Context: an optimization exercise on an open-source flow, tuned for small area. The choices shown serve that exercise and are no tape-out recipe. Function was checked by simulation only, so behaviour that the tests miss may differ from the original. No driver is modelled on the clock port, so clocking that relies on it looks cheaper here than on a real chip. Power and IR drop assume default switching activity.

// clock_top
module clock_top(
    input wire clock,
    input wire reset_i,
    input wire config_i,
    input wire increment_i,
    input wire decrement_i,
    output wire [15:0] LED,
    output wire [7:0] an,
    output wire [7:0] dec_ddp
);
    reg [2:0] rs;
    always @(posedge clock or negedge reset_i) begin
        if (!reset_i) rs <= 3'b000;
        else          rs <= {rs[1], rs[1] | rs[0], ~rs[2]};
    end
    wire rst      = ~rs[2];
    wire disp_rst = ~rs[2] | rs[0];
    wire pulse, blink, intclock, dstep;
    wire [2:0] q;
    timebase u_tb (
        .clock(clock), .rst(rst), .first(rs[0]),
        .pulse(pulse), .blink(blink), .intclock(intclock), .dstep(dstep), .q(q)
    );
    wire cfg_e, inc_e, dec_e;
    debounce u_dc (.clock(clock), .rst(rst), .ic(intclock), .key(config_i),    .edge_o(cfg_e));
    debounce u_di (.clock(clock), .rst(rst), .ic(intclock), .key(increment_i), .edge_o(inc_e));
    debounce u_dd (.clock(clock), .rst(rst), .ic(intclock), .key(decrement_i), .edge_o(dec_e));
    wire [1:0] md;
    wire [5:0] sb, es, mi;
    wire [4:0] hr;
    watch u_w (
        .clock(clock), .rst(rst), .pulse(pulse),
        .cfg_e(cfg_e), .inc_e(inc_e), .dec_e(dec_e),
        .md(md), .sb(sb), .es(es), .mi(mi), .hr(hr)
    );
  ...
Size in the first run: about 37 I/O pins.
==> module dspl_drv, before the edit <==
module dspl_drv (
    input  wire clock,
    input  wire disp_rst,
    input  wire dstep,
    input  wire [2:0] q,
    input  wire blink,
    input  wire [1:0] md,    
    input  wire [5:0] es, mi,
    input  wire [4:0] hr,
    output wire [7:0] an,
    output wire [7:0] dec_ddp
);
    wire [1:0] f = q[2:1];
    wire       t = q[0];
    reg  [5:0] fv;
    always @(*) begin
        case (f)
            2'b00:   fv = es;
            2'b01:   fv = mi;
            2'b10:   fv = {1'b0, hr};
            default: fv = 6'd0;
        endcase
    end
    reg [2:0] fv_t;
    reg [2:0] fv_r;
    always @(*) begin
        case (fv[5:1])
            5'd0: begin fv_t = 3'd0; fv_r = 3'd0; end
            5'd1: begin fv_t = 3'd0; fv_r = 3'd1; end
            5'd2: begin fv_t = 3'd0; fv_r = 3'd2; end
            5'd3: begin fv_t = 3'd0; fv_r = 3'd3; end
            5'd4: begin fv_t = 3'd0; fv_r = 3'd4; end
            5'd5: begin fv_t = 3'd1; fv_r = 3'd0; end
            5'd6: begin fv_t = 3'd1; fv_r = 3'd1; end
            5'd7: begin fv_t = 3'd1; fv_r = 3'd2; end
            5'd8: begin fv_t = 3'd1; fv_r = 3'd3; end
            5'd9: begin fv_t = 3'd1; fv_r = 3'd4; end
            5'd10: begin fv_t = 3'd2; fv_r = 3'd0; end
            5'd11: begin fv_t = 3'd2; fv_r = 3'd1; end
            5'd12: begin fv_t = 3'd2; fv_r = 3'd2; end
            5'd13: begin fv_t = 3'd2; fv_r = 3'd3; end
            5'd14: begin fv_t = 3'd2; fv_r = 3'd4; end
            5'd15: begin fv_t = 3'd3; fv_r = 3'd0; end
            5'd16: begin fv_t = 3'd3; fv_r = 3'd1; end
            5'd17: begin fv_t = 3'd3; fv_r = 3'd2; end
            5'd18: begin fv_t = 3'd3; fv_r = 3'd3; end
            5'd19: begin fv_t = 3'd3; fv_r = 3'd4; end
            5'd20: begin fv_t = 3'd4; fv_r = 3'd0; end
            5'd21: begin fv_t = 3'd4; fv_r = 3'd1; end
            5'd22: begin fv_t = 3'd4; fv_r = 3'd2; end
            5'd23: begin fv_t = 3'd4; fv_r = 3'd3; end
            5'd24: begin fv_t = 3'd4; fv_r = 3'd4; end
            5'd25: begin fv_t = 3'd5; fv_r = 3'd0; end
            5'd26: begin fv_t = 3'd5; fv_r = 3'd1; end
            5'd27: begin fv_t = 3'd5; fv_r = 3'd2; end
            5'd28: begin fv_t = 3'd5; fv_r = 3'd3; end
            5'd29: begin fv_t = 3'd5; fv_r = 3'd4; end
            5'd30: begin fv_t = 3'd5; fv_r = 3'd0; end
            5'd31: begin fv_t = 3'd5; fv_r = 3'd1; end
            default: begin fv_t = 3'd0; fv_r = 3'd0; end
        endcase
    end
    wire [3:0] dig = t ? {1'b0, fv_t} : {fv_r, fv[0]};
    wire fen = blink | (md != f);
    reg [3:0] sel;
    reg       en;
    always @(posedge clock or posedge disp_rst) begin
        if (disp_rst) begin
            sel  <= 4'd12;
            en   <= 1'b0;
        end else if (dstep) begin
            sel  <= dig;
            en   <= fen;
        end
    end
    assign an[0] = ~(en & (q == 3'b001));
    assign an[1] = ~(en & (q == 3'b110));
    assign an[2] = 1'b1;
    assign an[3] = ~(en & (q == 3'b011));
    assign an[4] = ~(en & (q == 3'b111));
    assign an[5] = 1'b1;
    assign an[6] = ~(en & (q == 3'b101));
    assign an[7] = ~(en & (q == 3'b000));
    wire A = sel[3], B = sel[2], C = sel[1], D = sel[0];
    wire s_a = ~A & ~C & (B ^ D);
    wire s_b = B & (C ^ D);
    wire s_c = ~B & C & ~D;
    wire s_d = s_a | (B & C & D);
    wire s_e = D | (~A & B & ~C);
    wire s_f = (C & (~B | D)) | (~A & ~B & D);
    wire s_g = (~A & ~B & ~C) | (B & C & D) | (A & B);
    assign dec_ddp = {s_a, s_b, s_c, s_d, s_e, s_f, s_g, ~(A & B)};
endmodule
export LEC_CHECK = 0
export ABC_AREA = 1
export CAP_MARGIN = 20
export CORE_MARGIN = 2
export CORE_UTILIZATION = 40
export CTS_BUF_LIST = sky130_fd_sc_hd__clkbuf_8
export SLEW_MARGIN = 20
create_clock -name core_clock -period 10.0 [get_ports {clock}]
standard.sh (not shown) runs the stock make flow with config.mk's settings and CLKGATE_MAP_FILE= SYNTH_SCRIPT=/design/flow/synth_recipe.tcl, a recipe that flattens the netlist after the stock synthesis.
==> flow/flow/run.sh <==
#!/bin/bash
# Own layout flow:
#  1. the standard synthesis (standard.sh synth), unchanged;
#  2. the combinational logic between the registers is mapped again with
#     several area-oriented ABC scripts (abc_scripts.txt, one per line); every
#     register instance (name and cell) is kept. The smallest result that
#     Yosys proves equivalent to the standard netlist is used (if none is
#     proved, the standard netlist is used);
#  3. the standard layout (standard.sh finish) on that netlist, with the
#     port buffers made of buf_1 cells and the clock tree made by
#     manual_cts.tcl (4 clkbuf_8 leaf buffers driven by the clock port).
# Each tool writes its full output to a log file of its own here.
set -uo pipefail
W=$(pwd)
F=$W/flow
R=$W/orfs/results/$FLOW_PLATFORM/clock_top/base
LIB=$FLOW_HOME/platforms/$FLOW_PLATFORM/lib/sky130_fd_sc_hd__tt_025C_1v80.lib

bash standard.sh synth > $W/log_1_synth.log 2>&1 || exit 1
cp $R/1_2_yosys.v $W/std_netlist.v

python3 $F/gen_cells.py $LIB $W/cells_comb.v $W/cells_seq.v > $W/log_2_cells.log 2>&1

DU="-dont_use sky130_fd_sc_hd__probe_p_8 -dont_use sky130_fd_sc_hd__probec_p_8 -dont_use sky130_fd_sc_hd__lpflow_*"
i=0
while IFS= read -r line; do
  [[ -z "$line" ]] && continue
  i=$((i+1))
  echo "$line" | tr ';' '\n' > $W/reopt_$i.abc
  cat > $W/reopt_$i.ys <<EOF
read_liberty -lib $LIB
read_verilog $W/std_netlist.v
hierarchy -top $FLOW_TOP
techmap -map $W/cells_comb.v
opt_clean
techmap
opt -purge
abc -liberty $LIB $DU -script $W/reopt_$i.abc
opt_clean -purge
hilomap -singleton -hicell sky130_fd_sc_hd__conb_1 HI -locell sky130_fd_sc_hd__conb_1 LO
splitnets
opt_clean -purge
tee -o $W/reopt_$i.stat stat -liberty $LIB
write_verilog -noattr -nohex -nodec $W/reopt_$i.v
EOF
  timeout 300 yosys -s $W/reopt_$i.ys > $W/log_3_reopt_$i.log 2>&1 &
  # at most NUM_CORES at a time (ABC's time limits are wall-clock)
  while (( $(jobs -rp | wc -l) >= ${NUM_CORES:-4} )); do sleep 1; done
done < $F/abc_scripts.txt
wait

# candidates, smallest first
for f in $W/reopt_*.stat; do
  a=$(awk '/Chip area/ {print $NF}' $f)
  [[ -n "$a" ]] && echo "$a ${f%.stat}.v"
done | sort -g > $W/log_4_candidates.log

choice=""
while read -r a v; do
  [[ -s $v ]] || continue
  cat > $W/equiv.ys <<EOF
read_verilog $W/cells_comb.v
read_verilog $W/cells_seq.v
read_verilog $W/std_netlist.v
rename $FLOW_TOP gold
read_verilog $v
rename $FLOW_TOP gate
proc
flatten gold gate
opt_clean
async2sync
equiv_make gold gate eq
equiv_simple -seq 2 eq
equiv_induct eq
equiv_status -assert eq
EOF
  if timeout 600 yosys -s $W/equiv.ys > $W/log_5_equiv_$(basename $v .v).log 2>&1; then
    choice=$v
    break
  fi
done < $W/log_4_candidates.log

if [[ -n "$choice" ]]; then
  echo "using $choice (proved equivalent)" > $W/log_5_choice.log
  cp $choice $R/1_2_yosys.v
  rm -f $R/1_synth.odb $R/1_synth.sdc
else
  echo "no re-mapped netlist proved equivalent; using the standard one" > $W/log_5_choice.log
fi

bash standard.sh "BUFFER_PORTS_ARGS=-buffer_cell sky130_fd_sc_hd__buf_1" \
  "PRE_CTS_TCL=$F/manual_cts.tcl" CTS_LEAVES=4 CTS_LEAF_BUF=sky130_fd_sc_hd__clkbuf_8 CTS_BIG_BUF=sky130_fd_sc_hd__clkbuf_16 CTS_BIG_AT=18 \
  "CTS_ARGS=-sink_clustering_enable -repair_clock_nets -buf_list sky130_fd_sc_hd__clkbuf_8 -dont_use_dummy_load" \
  finish > $W/log_6_layout.log 2>&1
Other scripts of this flow, unchanged in this note and not shown: flow/flow/abc_scripts.txt, flow/flow/gen_cells.py, flow/flow/manual_cts.tcl
The baseline finished clean.
Change:
--- a/flow/design.v
+++ b/flow/design.v
@@ -178,44 +178,8 @@
         endcase
     end
-    reg [2:0] fv_t;
-    reg [2:0] fv_r;
-    always @(*) begin
-        case (fv[5:1])
-            5'd0: begin fv_t = 3'd0; fv_r = 3'd0; end
-            5'd1: begin fv_t = 3'd0; fv_r = 3'd1; end
-            5'd2: begin fv_t = 3'd0; fv_r = 3'd2; end
-            5'd3: begin fv_t = 3'd0; fv_r = 3'd3; end
-            5'd4: begin fv_t = 3'd0; fv_r = 3'd4; end
-            5'd5: begin fv_t = 3'd1; fv_r = 3'd0; end
-            5'd6: begin fv_t = 3'd1; fv_r = 3'd1; end
-            5'd7: begin fv_t = 3'd1; fv_r = 3'd2; end
-            5'd8: begin fv_t = 3'd1; fv_r = 3'd3; end
-            5'd9: begin fv_t = 3'd1; fv_r = 3'd4; end
-            5'd10: begin fv_t = 3'd2; fv_r = 3'd0; end
-            5'd11: begin fv_t = 3'd2; fv_r = 3'd1; end
-            5'd12: begin fv_t = 3'd2; fv_r = 3'd2; end
-            5'd13: begin fv_t = 3'd2; fv_r = 3'd3; end
-            5'd14: begin fv_t = 3'd2; fv_r = 3'd4; end
-            5'd15: begin fv_t = 3'd3; fv_r = 3'd0; end
-            5'd16: begin fv_t = 3'd3; fv_r = 3'd1; end
-            5'd17: begin fv_t = 3'd3; fv_r = 3'd2; end
-            5'd18: begin fv_t = 3'd3; fv_r = 3'd3; end
-            5'd19: begin fv_t = 3'd3; fv_r = 3'd4; end
-            5'd20: begin fv_t = 3'd4; fv_r = 3'd0; end
-            5'd21: begin fv_t = 3'd4; fv_r = 3'd1; end
-            5'd22: begin fv_t = 3'd4; fv_r = 3'd2; end
-            5'd23: begin fv_t = 3'd4; fv_r = 3'd3; end
-            5'd24: begin fv_t = 3'd4; fv_r = 3'd4; end
-            5'd25: begin fv_t = 3'd5; fv_r = 3'd0; end
-            5'd26: begin fv_t = 3'd5; fv_r = 3'd1; end
-            5'd27: begin fv_t = 3'd5; fv_r = 3'd2; end
-            5'd28: begin fv_t = 3'd5; fv_r = 3'd3; end
-            5'd29: begin fv_t = 3'd5; fv_r = 3'd4; end
-            5'd30: begin fv_t = 3'd5; fv_r = 3'd0; end
-            5'd31: begin fv_t = 3'd5; fv_r = 3'd1; end
-            default: begin fv_t = 3'd0; fv_r = 3'd0; end
-        endcase
-    end
-    wire [3:0] dig = t ? {1'b0, fv_t} : {fv_r, fv[0]};
+    wire [2:0] fv_t = (fv >= 6'd50) ? 3'd5 : (fv >= 6'd40) ? 3'd4 : (fv >= 6'd30) ? 3'd3 :
+                      (fv >= 6'd20) ? 3'd2 : (fv >= 6'd10) ? 3'd1 : 3'd0;
+    wire [5:0] fv_u = fv - {fv_t, 3'b000} - {1'b0, fv_t, 1'b0};
+    wire [3:0] dig = t ? {1'b0, fv_t} : fv_u[3:0];
     wire fen = blink | (md != f);
     reg [3:0] sel;
The changed run finished with timing, DRC and antenna clean.
Final cell count goes down by 0.54%.
Total power increases by 1.6%.
Global-route usage is lower by 0.14 points.
Critical path depth increases by 2.
Die area increases by 0.35%.
Worst hold slack barely changes.
Wire length goes down by 2.6%.
Core utilization is about the same.
Synthesized cell count came out lower by 0.72%.
Clock skew increases by 0.0032 ns.

-- port drivers added, routing unchanged --
The results above use ideal ports. As a check the final layouts listed here were re-extracted and re-timed, cells and wires unchanged.
Step 1: set_driving_cell puts a clkbuf_16 on clock and a buf_2 on each other input, an assumption about the parent block.
Step 2 moves the port delays by t, midway between the first and last clock arrival at a register: inputs arrive t later, outputs are due t later. That takes back most of the time a late clock gives input paths.
Slacks: no drivers / after step 1 / after step 2; pairs: no drivers / after step 1.
run | t (ns) | setup WS [ns] | pins driven straight from the clock port
the first run | 0.225 | 5.504 / 5.504 / 5.504 | 4
the second run | 0.227 | 5.601 / 5.601 / 5.601 | 4
After both steps setup and hold are still met in every run listed.
